This design comes from an exercise in tuning for small area and a short achievable clock period on the open sky130 flow, not from production work. Where RTL was checked, it was by simulation tests only, not by an equivalence proof against the original. Power is estimated from default activity; no workload was simulated.

==> inputs of run X <==
// IMU_synth
module IMU_synth (data, value, row, clk, rst);
  output [31:0] data;
  input [31:0] value;
  input [31:0] row;
  input clk;
  input rst;
  wire [24:0] bx = {2'b01, row[22:0]};    
  wire [11:0] neg_d, one_d, two_d;
  genvar g;
  generate for (g = 0; g < 12; g = g + 1) begin : enc
    wire b2 = bx[2*g+1];
    wire b1 = bx[2*g];
    wire b0 = (g == 0) ? 1'b0 : bx[2*g-1];
    assign neg_d[g] = b2;
    assign one_d[g] = b1 ^ b0;
    assign two_d[g] = (b2 & ~b1 & ~b0) | (~b2 & b1 & b0);
  end endgenerate
  wire [7:0] e_d = value[30:23] + row[30:23] + 8'd129;   
  wire v_d = rst & (|row);
  reg [22:0] a_r;
  reg [11:0] one_r, two_r;
  reg [10:0] neg_r;
  reg [7:0] e_r;
  reg s_r, v_r;
  always @(posedge clk) begin
    a_r <= value[22:0];
    one_r <= one_d[11:0];
    two_r <= two_d[11:0];
    neg_r <= neg_d[10:0];
    e_r <= e_d;
    s_r <= value[31] ^ row[31];
    v_r <= v_d;
  end
  wire pp1;
  assign pp1 = ((one_r[0] & a_r[0])) ^ neg_r[0];
  wire pp2;
  assign pp2 = ((one_r[0] & a_r[1]) | (two_r[0] & a_r[0])) ^ neg_r[0];
  wire pp3;
  assign pp3 = ((one_r[0] & a_r[2]) | (two_r[0] & a_r[1])) ^ neg_r[0];
  wire pp4;
  assign pp4 = ((one_r[0] & a_r[3]) | (two_r[0] & a_r[2])) ^ neg_r[0];
  wire pp5;
  assign pp5 = ((one_r[0] & a_r[4]) | (two_r[0] & a_r[3])) ^ neg_r[0];
  wire pp6;
  assign pp6 = ((one_r[0] & a_r[5]) | (two_r[0] & a_r[4])) ^ neg_r[0];
  wire pp7;
  assign pp7 = ((one_r[0] & a_r[6]) | (two_r[0] & a_r[5])) ^ neg_r[0];
  wire pp8;
  assign pp8 = ((one_r[0] & a_r[7]) | (two_r[0] & a_r[6])) ^ neg_r[0];
  wire pp9;
  ...
export LEC_CHECK = 0
export ABC_AREA = 1
export ABC_CLOCK_PERIOD_IN_PS = 4000
export CAP_MARGIN = 20
export CORE_MARGIN = 2
export CORE_UTILIZATION = 45
export CTS_BUF_LIST = sky130_fd_sc_hd__clkbuf_4 sky130_fd_sc_hd__clkbuf_8
export SETUP_SLACK_MARGIN = 3.5
export SLEW_MARGIN = 20
create_clock -name core_clock -period 8.0 [get_ports {clk}]
standard.sh (not shown) runs the stock make flow with config.mk's settings and CLKGATE_MAP_FILE= SYNTH_SCRIPT=/design/flow/synth_recipe.tcl, a recipe that flattens the netlist after the stock synthesis.
==> flow/flow/run.sh <==
#!/bin/bash
# Layout flow: the standard ORFS flow (standard.sh) with two make settings added:
#  - SYNTH_ARGS=-noabc: Yosys's synth skips its early generic "abc -fast" pass, so extract_fa
#    maps the RTL's explicit full adders directly, without polarity inverters between them.
#    Registers, their names and their cell types are the same as the standard synthesis.
#  - BUFFER_PORTS_ARGS: the port buffers are buf_2 cells (repair may resize them later).
# Each tool's full output is in orfs/logs/; make's own output goes to standard.log.
set -euo pipefail
bash standard.sh SYNTH_ARGS=-noabc "BUFFER_PORTS_ARGS=-buffer_cell sky130_fd_sc_hd__buf_2" finish > standard.log 2>&1
==> run E (differences from run X) <==
--- a/flow/design.v
+++ b/flow/design.v
@@ -730,12 +730,12 @@
   wire c349;
   assign s348 = c339 ^ s344 ^ c341;
   assign c349 = (c339 & s344) | (c339 & c341) | (s344 & c341);
   wire s350;
   wire c351;
-  assign s350 = s346 ^ c343;
-  assign c351 = s346 & c343;
+  assign s350 = s346 ^ c343 ^ s348;
+  assign c351 = (s346 & c343) | (s346 & s348) | (c343 & s348);
   wire s352;
   wire c353;
   assign s352 = neg_r[5] ^ pp11 ^ pp35;
   assign c353 = (neg_r[5] & pp11) | (neg_r[5] & pp35) | (pp11 & pp35);
   wire s354;
@@ -750,12 +750,12 @@
   wire c359;
   assign s358 = s354 ^ c347 ^ s356;
   assign c359 = (s354 & c347) | (s354 & s356) | (c347 & s356);
   wire s360;
   wire c361;
-  assign s360 = c349 ^ c351 ^ s358;
-  assign c361 = (c349 & c351) | (c349 & s358) | (c351 & s358);
+  assign s360 = c349 ^ s358;
+  assign c361 = c349 & s358;
   wire s362;
   wire c363;
   assign s362 = pp12 ^ pp36 ^ pp60;
   assign c363 = (pp12 & pp36) | (pp12 & pp60) | (pp36 & pp60);
   wire s364;
@@ -818,12 +818,12 @@
   wire c393;
   assign s392 = c379 ^ s388 ^ s390;
   assign c393 = (c379 & s388) | (c379 & s390) | (s388 & s390);
   wire s394;
   wire c395;
-  assign s394 = c381 ^ c383;
-  assign c395 = c381 & c383;
+  assign s394 = c381 ^ c383 ^ s392;
+  assign c395 = (c381 & c383) | (c381 & s392) | (c383 & s392);
   wire s396;
   wire c397;
   assign s396 = neg_r[7] ^ pp15 ^ pp39;
   assign c397 = (neg_r[7] & pp15) | (neg_r[7] & pp39) | (pp15 & pp39);
   wire s398;
@@ -874,12 +874,12 @@
   wire c421;
   assign s420 = s416 ^ c405 ^ s418;
   assign c421 = (s416 & c405) | (s416 & s418) | (c405 & s418);
   wire s422;
   wire c423;
-  assign s422 = c407 ^ s420;
-  assign c423 = c407 & s420;
+  assign s422 = c407 ^ s420 ^ c409;
+  assign c423 = (c407 & s420) | (c407 & c409) | (s420 & c409);
   wire s424;
   wire c425;
   assign s424 = neg_r[8] ^ pp17 ^ pp41;
   assign c425 = (neg_r[8] & pp17) | (neg_r[8] & pp41) | (pp17 & pp41);
   wire s426;
@@ -974,12 +974,12 @@
   wire c471;
   assign s470 = c451 ^ s466 ^ s468;
   assign c471 = (c451 & s466) | (c451 & s468) | (s466 & s468);
   wire s472;
   wire c473;
-  assign s472 = c453 ^ s470;
-  assign c473 = c453 & s470;
+  assign s472 = c453 ^ s470 ^ c455;
+  assign c473 = (c453 & s470) | (c453 & c455) | (s470 & c455);
   wire s474;
   wire c475;
   assign s474 = pp20 ^ pp44 ^ pp68;
   assign c475 = (pp20 & pp44) | (pp20 & pp68) | (pp44 & pp68);
   wire s476;
@@ -1050,12 +1050,12 @@
   wire c509;
   assign s508 = s504 ^ c487 ^ s506;
   assign c509 = (s504 & c487) | (s504 & s506) | (c487 & s506);
   wire s510;
   wire c511;
-  assign s510 = c489 ^ s508;
-  assign c511 = c489 & s508;
+  assign s510 = c489 ^ s508 ^ c491;
+  assign c511 = (c489 & s508) | (c489 & c491) | (s508 & c491);
   wire s512;
   wire c513;
   assign s512 = pp22 ^ pp46 ^ pp70;
   assign c513 = (pp22 & pp46) | (pp22 & pp70) | (pp46 & pp70);
   wire s514;
@@ -1844,30 +1844,26 @@
   assign c905 = s902 & c899;
   wire s906;
   wire c907;
   assign s906 = ~(c903 ^ c905);
   assign c907 = c903 | c905;
-  wire [47:0] rs = {s906, c901, c897, c891, c885, c877, c869, c859, c849, c837, c825, c811, c797, c781, c765, c747, c729, c709, c689, c667, c645, c621, c597, c575, c553, c531, c511, c491, c473, c455, c439, c423, c409, c395, s392, c371, c361, s360, s348, c335, c329, s328, s322, s316, c313, s312, pp2, pp1};
-  wire [47:0] rc = {1'b0, s904, s900, s896, s890, s884, s876, s868, s858, s848, s836, s824, s810, s796, s780, s764, s746, s728, s708, s688, s666, s644, s620, s596, s574, s552, s530, s510, s490, s472, s454, s438, s422, s408, s394, s382, s370, 1'b0, s350, s342, s334, 1'b0, 1'b0, s318, s314, 1'b0, 1'b0, neg_r[0]};
+  wire [47:0] rs = {s906, c901, c897, c891, c885, c877, c869, c859, c849, c837, c825, c811, c797, c781, c765, c747, c729, c709, c689, c667, c645, c621, c597, c575, c553, c531, c511, s510, c473, s472, c439, c423, s422, c395, s394, c371, c361, c351, s350, c335, c329, s328, s322, s316, c313, s312, pp2, pp1};
+  wire [47:0] rc = {1'b0, s904, s900, s896, s890, s884, s876, s868, s858, s848, s836, s824, s810, s796, s780, s764, s746, s728, s708, s688, s666, s644, s620, s596, s574, s552, s530, 1'b0, s490, 1'b0, s454, s438, 1'b0, s408, 1'b0, s382, s370, s360, 1'b0, s342, s334, 1'b0, 1'b0, s318, s314, 1'b0, 1'b0, neg_r[0]};
   wire [17:0] lo = {1'b0, rs[16:0]} + {1'b0, rc[16:0]};
   wire [30:0] hg = rs[47:17] & rc[47:17];
   wire [30:0] hp = rs[47:17] ^ rc[47:17];
-  reg [30:0] hs_q, hc_q;
+  reg [30:0] hg_q, hp_q;
   reg ci_q, s_q, v_q;
   reg [7:0] e_q;
-  reg [7:0] e1_q;
   always @(posedge clk) begin
-    hs_q <= rs[47:17];
-    hc_q <= rc[47:17];
+    hg_q <= hg;
+    hp_q <= hp;
     ci_q <= lo[17];
     e_q <= e_r;
-    e1_q <= e_r + 8'd1;
     s_q <= s_r;
     v_q <= rst & v_r;
   end
-  wire [30:0] hg_q = hs_q & hc_q;
-  wire [30:0] hp_q = hs_q ^ hc_q;
   wire gg_0_1 = hg_q[0] | (hp_q[0] & ci_q);
   wire gg_2_3 = hg_q[2] | (hp_q[2] & hg_q[1]);
   wire gp_2_3 = hp_q[2] & hp_q[1];
   wire gg_4_5 = hg_q[4] | (hp_q[4] & hg_q[3]);
   wire gp_4_5 = hp_q[4] & hp_q[3];
@@ -2021,9 +2017,10 @@
   assign p[22] = hp_q[28] ^ gg_0_28;
   assign p[23] = hp_q[29] ^ gg_0_29;
   assign p[24] = hp_q[30] ^ gg_0_30;
   wire sel1 = v_q & p[24];
   wire sel0 = v_q & ~p[24];
+  wire [7:0] e1_q = e_q + 8'd1;
   assign data[31] = v_q & s_q;
   assign data[30:23] = ({8{sel1}} & e1_q) | ({8{sel0}} & e_q);
   assign data[22:0] = ({23{sel1}} & p[23:1]) | ({23{sel0}} & p[22:0]);
 endmodule
- ABC_AREA: 1 -> default
- SETUP_SLACK_MARGIN: 3.5 -> 3.3
==> run P (differences from run X) <==
--- a/flow/design.v
+++ b/flow/design.v
@@ -1849,25 +1849,23 @@
   wire [47:0] rs = {s906, c901, c897, c891, c885, c877, c869, c859, c849, c837, c825, c811, c797, c781, c765, c747, c729, c709, c689, c667, c645, c621, c597, c575, c553, c531, c511, c491, c473, c455, c439, c423, c409, c395, s392, c371, c361, s360, s348, c335, c329, s328, s322, s316, c313, s312, pp2, pp1};
   wire [47:0] rc = {1'b0, s904, s900, s896, s890, s884, s876, s868, s858, s848, s836, s824, s810, s796, s780, s764, s746, s728, s708, s688, s666, s644, s620, s596, s574, s552, s530, s510, s490, s472, s454, s438, s422, s408, s394, s382, s370, 1'b0, s350, s342, s334, 1'b0, 1'b0, s318, s314, 1'b0, 1'b0, neg_r[0]};
   wire [17:0] lo = {1'b0, rs[16:0]} + {1'b0, rc[16:0]};
   wire [30:0] hg = rs[47:17] & rc[47:17];
   wire [30:0] hp = rs[47:17] ^ rc[47:17];
-  reg [30:0] hs_q, hc_q;
+  reg [30:0] hg_q, hp_q;
   reg ci_q, s_q, v_q;
   reg [7:0] e_q;
   reg [7:0] e1_q;
   always @(posedge clk) begin
-    hs_q <= rs[47:17];
-    hc_q <= rc[47:17];
+    hg_q <= hg;
+    hp_q <= hp;
     ci_q <= lo[17];
     e_q <= e_r;
     e1_q <= e_r + 8'd1;
     s_q <= s_r;
     v_q <= rst & v_r;
   end
-  wire [30:0] hg_q = hs_q & hc_q;
-  wire [30:0] hp_q = hs_q ^ hc_q;
   wire gg_0_1 = hg_q[0] | (hp_q[0] & ci_q);
   wire gg_2_3 = hg_q[2] | (hp_q[2] & hg_q[1]);
   wire gp_2_3 = hp_q[2] & hp_q[1];
   wire gg_4_5 = hg_q[4] | (hp_q[4] & hg_q[3]);
   wire gp_4_5 = hp_q[4] & hp_q[3];
- ABC_AREA: 1 -> default
- SETUP_SLACK_MARGIN: 3.5 -> 3.3
==> run A (differences from run X) <==
--- a/flow/design.v
+++ b/flow/design.v
@@ -1849,25 +1849,23 @@
   wire [47:0] rs = {s906, c901, c897, c891, c885, c877, c869, c859, c849, c837, c825, c811, c797, c781, c765, c747, c729, c709, c689, c667, c645, c621, c597, c575, c553, c531, c511, c491, c473, c455, c439, c423, c409, c395, s392, c371, c361, s360, s348, c335, c329, s328, s322, s316, c313, s312, pp2, pp1};
   wire [47:0] rc = {1'b0, s904, s900, s896, s890, s884, s876, s868, s858, s848, s836, s824, s810, s796, s780, s764, s746, s728, s708, s688, s666, s644, s620, s596, s574, s552, s530, s510, s490, s472, s454, s438, s422, s408, s394, s382, s370, 1'b0, s350, s342, s334, 1'b0, 1'b0, s318, s314, 1'b0, 1'b0, neg_r[0]};
   wire [17:0] lo = {1'b0, rs[16:0]} + {1'b0, rc[16:0]};
   wire [30:0] hg = rs[47:17] & rc[47:17];
   wire [30:0] hp = rs[47:17] ^ rc[47:17];
-  reg [30:0] hs_q, hc_q;
+  reg [30:0] hg_q, hp_q;
   reg ci_q, s_q, v_q;
   reg [7:0] e_q;
   reg [7:0] e1_q;
   always @(posedge clk) begin
-    hs_q <= rs[47:17];
-    hc_q <= rc[47:17];
+    hg_q <= hg;
+    hp_q <= hp;
     ci_q <= lo[17];
     e_q <= e_r;
     e1_q <= e_r + 8'd1;
     s_q <= s_r;
     v_q <= rst & v_r;
   end
-  wire [30:0] hg_q = hs_q & hc_q;
-  wire [30:0] hp_q = hs_q ^ hc_q;
   wire gg_0_1 = hg_q[0] | (hp_q[0] & ci_q);
   wire gg_2_3 = hg_q[2] | (hp_q[2] & hg_q[1]);
   wire gp_2_3 = hp_q[2] & hp_q[1];
   wire gg_4_5 = hg_q[4] | (hp_q[4] & hg_q[3]);
   wire gp_4_5 = hp_q[4] & hp_q[3];
- ABC_AREA: 1 -> default
- PLACE_DENSITY: default -> 0.75
==> flow_summary.ini <==
[run_status]
status = timing/DRC/antenna clean

[final_layout]
clockBufferCount = 17

[global_routing]
grt_util_met3_pct = 5.49
grt_pass1_wl_um = 74800
first_global_vias = 13635

[pwr]
p_comb_uw = 5480
comb_power_share_pct = 74.1
-- figures above: run A

==> flow_summary.ini <==
[global_routing]
grt_pass1_wl_um = 77100
grt_util_met3_pct = 5.11
first_global_vias = 13792

[critical_path]
worstPathMaxFanout = 22

[timing]
rsz0062_at_grt = yes

[run_status]
status = timing/DRC/antenna clean

[final_layout]
clockBufferCount = 21

[pwr]
p_comb_uw = 5410
-- figures above: run X

==> flow_summary.ini <==
[run_status]
status = timing/DRC/antenna clean

[final_layout]
clockBufferCount = 18

[global_routing]
grt_pass1_wl_um = 77300
grt_util_met3_pct = 6.57
first_global_vias = 13444

[pwr]
comb_power_share_pct = 74.8

[hold_path]
hp-class = reg -> reg

[flow_run]
maxCapViolations = 0
-- figures above: run P

==> flow_summary.ini <==
[pwr]
comb_power_share_pct = 76.6
p_comb_uw = 6100

[global_routing]
grt_util_met3_pct = 5.63
first_global_vias = 13377
grt_pass1_wl_um = 77000

[hold_path]
holdPathStages = 0

[final_layout]
clockBufferCount = 20

[routing]
dr.pass1.iters = 8
vias = 13126

[run_status]
status = timing/DRC/antenna clean

[critical_path]
reg2regPathDepth = 10
-- figures above: run E

Function not checked in run X: the RTL went through the layout flow alone.

==> job 1131 <==
IMU_synth, a different RTL version from the one above (not shown whole).
==> flow/config.mk <==
export PLATFORM = sky130hd
export DESIGN_NAME = IMU_synth
export DESIGN_NICKNAME = IMU_synth
export VERILOG_FILES = /design/flow/design.v
export SDC_FILE = /design/flow/constraint.sdc
export NUM_CORES = 4
export LEC_CHECK = 0
export ABC_CLOCK_PERIOD_IN_PS = 4000
export CAP_MARGIN = 20
export CORE_MARGIN = 2
export CORE_UTILIZATION = 45
export CTS_BUF_LIST = sky130_fd_sc_hd__clkbuf_4 sky130_fd_sc_hd__clkbuf_8
export SETUP_SLACK_MARGIN = 3.7
export SLEW_MARGIN = 20
==> flow/constraint.sdc <==
create_clock -name core_clock -period 8.0 [get_ports {clk}]
set_input_delay 1.6000 -clock core_clock [delete_from_list [all_inputs] [get_ports {clk}]]
set_output_delay 1.6000 -clock core_clock [all_outputs]
set_load 0.01 [all_outputs]
Scripts as last shown in full above: flow/flow/run.sh
==> job 8563 (differences from job 1131) <==
SETUP_SLACK_MARGIN = 3.5   (was 3.7)
==> qor.log <==
INFO  sta            hold_slack=0.334ns
INFO  drt            per_cell_via_count_in_the_routed_design=6.01
INFO  cells_and_area filler_cell_count=3268
INFO  power          worst_ir_drop_vdd=0.258mV
INFO  setup_path     timing.critical_path.cells=a21oi_2 > o21bai_1 > a221oi_2 > a21oi_2 > o211ai_2 > a21o_2 > a31oi_4 > buf_12 > xor2_4 > buf_12 > buf_6 > mux2i_1 > a211oi_2 > buf_2
INFO  global_route   initial_antenna_violation_count=1
INFO  setup_path     r2r-end=hp_q[4]
INFO  placed_design  hpwlAfterDp=32500microns
INFO  run_status     outcome=complete, no violations
Source of the figures above: job 1131

==> qor.log <==
INFO  global_route   initial_antenna_violation_count=0
INFO  run_status     outcome=complete, no violations
INFO  drt            antenna_left=0
INFO  cells_and_area inv_count=101
INFO  setup_path     timing.critical_path.cells=a21oi_2 > o21bai_1 > a221oi_2 > a21oi_2 > o211ai_2 > a21o_2 > a31oi_4 > buf_12 > xor2_4 > buf_12 > buf_12 > nor2_4 > a2111oi_4 > buf_2
INFO  setup_path     r2r-end=hp_q[10]
INFO  setup_path     slowest_delay=0.36ns
INFO  drt            per_cell_via_count_in_the_routed_design=6.00
INFO  sta            hold_slack=0.339ns
INFO  placed_design  hpwlAfterDp=32100microns
INFO  cells_and_area areaGrowthSynthToFinish=12.7%
INFO  sta            period_share=0.598
INFO  power          worst_ir_drop_vdd=0.244mV
INFO  synthesis      synthFlopType=sky130_fd_sc_hd__dfxtp_1
INFO  cts            cts_sinks=148
INFO  setup_path     crit_end=data[8]
INFO  cells_and_area filler_cell_count=3327
INFO  setup_path     crit_path_end_kind=primary output
Source of the figures above: job 8563

Function was not checked in any run of this note: the RTL went through the layout flow alone.

[what the ideal ports hide]
How much do the figures lean on ideal ports? The routed layouts below were timed once more, with nothing changed but the port constraints. Step 1 (the two cells are an assumption about what drives the block):
set clk [get_ports {clk}]
set_driving_cell -lib_cell sky130_fd_sc_hd__clkbuf_16 $clk
set_driving_cell -lib_cell sky130_fd_sc_hd__buf_2 [delete_from_list [all_inputs] $clk]
Step 2 also shifts input and output timing later by t, the mid clock arrival at the registers, as if the neighbouring blocks saw the same clock. Three values: ideal, step 1, step 2; two values: the first two.
run	t, ns	slack for setup (ns)	pins driven straight from the clock port
run X	0.548	3.526 / 3.526 / 3.526	1
run E	0.518	3.340 / 3.294 / 3.466	1
run P	0.537	3.275 / 3.223 / 3.479	1
run A	0.550	3.184 / 3.126 / 3.596	1
job 1131	0.514	3.258 / 3.214 / 3.728	1
job 8563	0.528	3.219 / 3.171 / 3.625	1
After both steps setup and hold are still met in every run listed.
